Context: an optimization exercise on an open-source flow, tuned for small area. The choices shown serve that exercise and are no tape-out recipe. The RTL was checked by simulation tests, not by an equivalence proof against the original design.

## CORDIC_tanInv_sqrt
module CORDIC_tanInv_sqrt(
    output [15:0] X0,
    output [15:0] Y0,
    output [15:0] Z0,
    input  [15:0] Xin,
    input  [15:0] Yin,
    input  [15:0] Zin,
    input  clk
);
For scale: about 1,900 cells after synthesis, ~97 I/O pins, about 30,000 um^2 of cells after synthesis.
export LEC_CHECK = 0
export CAP_MARGIN = 20
export CORE_MARGIN = 2
export CORE_UTILIZATION = 60
export SLEW_MARGIN = 20
export SYNTH_HIERARCHICAL = 1
create_clock -name core_clock -period 7.0 [get_ports {clk}]
standard.sh (not shown) runs the stock make flow with config.mk's settings and CLKGATE_MAP_FILE= SYNTH_SCRIPT=/design/flow/synth_recipe.tcl, a recipe that flattens the netlist after the stock synthesis.
==> flow/flow/run.sh <==
#!/bin/bash
# Own flow: the standard layout with the smallest buffer as the port buffer and
# a clock tree without dummy loads.
set -euo pipefail
bash standard.sh BUFFER_PORTS_ARGS="-buffer_cell sky130_fd_sc_hd__buf_1" \
  CTS_ARGS="-sink_clustering_enable -repair_clock_nets -buf_list sky130_fd_sc_hd__clkbuf_4 -sink_clustering_size 11 -sink_clustering_max_diameter 45 -dont_use_dummy_load" finish > standard_flow.log 2>&1
Rerun with:
==> flow/flow/run.sh (replaced) <==
#!/bin/bash
# Own flow: the standard layout with the smallest buffer as the port buffer and
# a clock tree without dummy loads.
set -euo pipefail
bash standard.sh BUFFER_PORTS_ARGS="-buffer_cell sky130_fd_sc_hd__buf_1" \
  CTS_ARGS="-sink_clustering_enable -repair_clock_nets -buf_list sky130_fd_sc_hd__clkbuf_8 -sink_clustering_size 16 -sink_clustering_max_diameter 50 -dont_use_dummy_load" finish > standard_flow.log 2>&1
- ABC_AREA: unset -> 1
- CORE_UTILIZATION: 60 -> 45
- CTS_BUF_LIST: unset -> sky130_fd_sc_hd__clkbuf_8
- CTS_CLUSTER_DIAMETER: unset -> 50
- CTS_CLUSTER_SIZE: unset -> 16
After rerunning: Setup slack loses 0.0072 ns; maximum frequency is about the same; via count increases by 1.1%; die area came out higher by 34%.

========
CORDIC_tanInv_sqrt again, from the RTL that the note above started with.
clock: 7.0 ns
lec_check: 0
abc_area: 1
cap_margin: 20
core_margin: 2
core_utilization: 45
cts_buf_list: sky130_fd_sc_hd__clkbuf_8
cts_cluster_diameter: 50
cts_cluster_size: 16
slew_margin: 20
synth_hierarchical: 1
==> flow/flow/run.sh <==
#!/bin/bash
# Own flow: the standard layout with the smallest buffer as the port buffer and
# a clock tree without dummy loads.
set -euo pipefail
bash standard.sh BUFFER_PORTS_ARGS="-buffer_cell sky130_fd_sc_hd__buf_1" \
  CTS_ARGS="-sink_clustering_enable -repair_clock_nets -buf_list sky130_fd_sc_hd__clkbuf_4 -sink_clustering_size 10 -sink_clustering_max_diameter 40 -dont_use_dummy_load" finish > standard_flow.log 2>&1
The starting point completed without violations.
Rerun with:
==> flow/flow/run.sh (replaced) <==
#!/bin/bash
# Own flow: the standard layout with the smallest buffer as the port buffer and
# a clock tree without dummy loads.
set -euo pipefail
bash standard.sh BUFFER_PORTS_ARGS="-buffer_cell sky130_fd_sc_hd__buf_1" \
  CTS_ARGS="-sink_clustering_enable -repair_clock_nets -buf_list sky130_fd_sc_hd__clkbuf_4 -sink_clustering_size 10 -sink_clustering_max_diameter 60 -dont_use_dummy_load" finish > standard_flow.log 2>&1
Settings changed: ABC_AREA 1 to unset, CORE_UTILIZATION 45 to 70, CTS_BUF_LIST sky130_fd_sc_hd__clkbuf_8 to unset, CTS_CLUSTER_DIAMETER 50 to unset, CTS_CLUSTER_SIZE 16 to unset.
Result:
- sequential cell count is unchanged
- cell area drops by 2.3%
- cell count drops by 13%
- utilization climbs by 26 points
- critical path depth does not change
- register-to-register slack hardly moves
- non-clock buffer count stays the same
- routed wire length drops by 2.4%
Rerun with:
==> flow/run.sh (new file) <==
#!/bin/bash
# synth_recipe.tcl (not shown) runs the flow's synth.tcl, then flattens the netlist and writes it again
# the make line also repeats each setting of config.mk as NAME=value (left out here)
make -C /OpenROAD-flow-scripts/flow DESIGN_CONFIG=/design/flow/config.mk WORK_HOME=/design/flow/orfs CLKGATE_MAP_FILE= SYNTH_SCRIPT=/design/flow/synth_recipe.tcl finish
Settings changed: ABC_AREA set to 1, CORE_UTILIZATION 70 to 60, CTS_BUF_LIST set to sky130_fd_sc_hd__clkbuf_8, CTS_CLUSTER_DIAMETER set to 40, CTS_CLUSTER_SIZE set to 20.
removed: flow/flow/run.sh
removed: flow/standard.sh
Result: Hold slack gains 0.044 ns. Fmax rises by 0.48%. Design area rises by about 9%. Utilization falls by 5.4 points. Setup slack gains 0.033 ns.
Rerun with:
==> flow/flow/run.sh (new file) <==
#!/bin/bash
# Own flow: the standard layout with the smallest buffer as the port buffer and
# a clock tree without dummy loads.
set -euo pipefail
bash standard.sh BUFFER_PORTS_ARGS="-buffer_cell sky130_fd_sc_hd__buf_1" \
  CTS_ARGS="-sink_clustering_enable -repair_clock_nets -buf_list sky130_fd_sc_hd__clkbuf_4 -sink_clustering_size 10 -sink_clustering_max_diameter 40 -dont_use_dummy_load" finish > standard_flow.log 2>&1
==> flow/standard.sh (new file) <==
#!/bin/bash
# synth_recipe.tcl (not shown) runs the flow's synth.tcl, then flattens the netlist and writes it again
# the make line also repeats each setting of config.mk as NAME=value (left out here)
make -C /OpenROAD-flow-scripts/flow DESIGN_CONFIG=/design/flow/config.mk WORK_HOME=/design/flow/orfs CLKGATE_MAP_FILE= SYNTH_SCRIPT=/design/flow/synth_recipe.tcl "${@:-finish}"
Settings changed: ABC_AREA 1 to unset, CAP_MARGIN 20 to 10, CORE_UTILIZATION 60 to 70, CTS_BUF_LIST sky130_fd_sc_hd__clkbuf_8 to unset, CTS_CLUSTER_DIAMETER 40 to unset, CTS_CLUSTER_SIZE 20 to unset, SLEW_MARGIN 20 to 10.
removed: flow/run.sh
Outcome: Via count decreases by 3.7%. Worst hold slack is worse by 0.011 ns. Final area decreases by 7.6%. Global-route usage rose by 2.1 points. Routed wire length came out lower by 5.1%. Setup slack is about the same. Clock-buffer cell count goes down by 8. Non-clock buffer count went up by 2. Flip-flop and latch count does not change.

[what the ideal ports hide]
The flow's constraints put no driver on any port. The routed layouts listed below were extracted and timed again, unchanged, in two steps. Step 1 (the two cells are an assumption about what drives the block):
set clk [get_ports {clk}]
set_driving_cell -lib_cell sky130_fd_sc_hd__clkbuf_16 $clk
set_driving_cell -lib_cell sky130_fd_sc_hd__buf_2 [delete_from_list [all_inputs] $clk]
Step 2 adds t to the input delays and takes it off the output delays; t is the mean of the earliest and latest rising clock arrival at the registers after step 1. Input paths then give back, and output paths get back, about the clock's delay inside the block. Three values: ideal ports, drivers, drivers and shift; two values: the first two.
run | t (ns) | setup slack, ns | pins driven straight from the clock port
the first run of note 1 | 0.848 | 0.219 / 0.219 / 0.219 | 1
the second run of note 1 | 0.680 | 0.212 / 0.212 / 0.212 | 1
the first run of note 2 | 0.879 | 0.198 / 0.198 / 0.198 | 1
the second run of note 2 | 0.848 | 0.212 / 0.212 / 0.212 | 1
the third run of note 2 | 0.736 | 0.244 / 0.244 / 0.244 | 1
the fourth run of note 2 | 0.838 | 0.246 / 0.246 / 0.246 | 1
After both steps setup and hold are still met in every run listed.
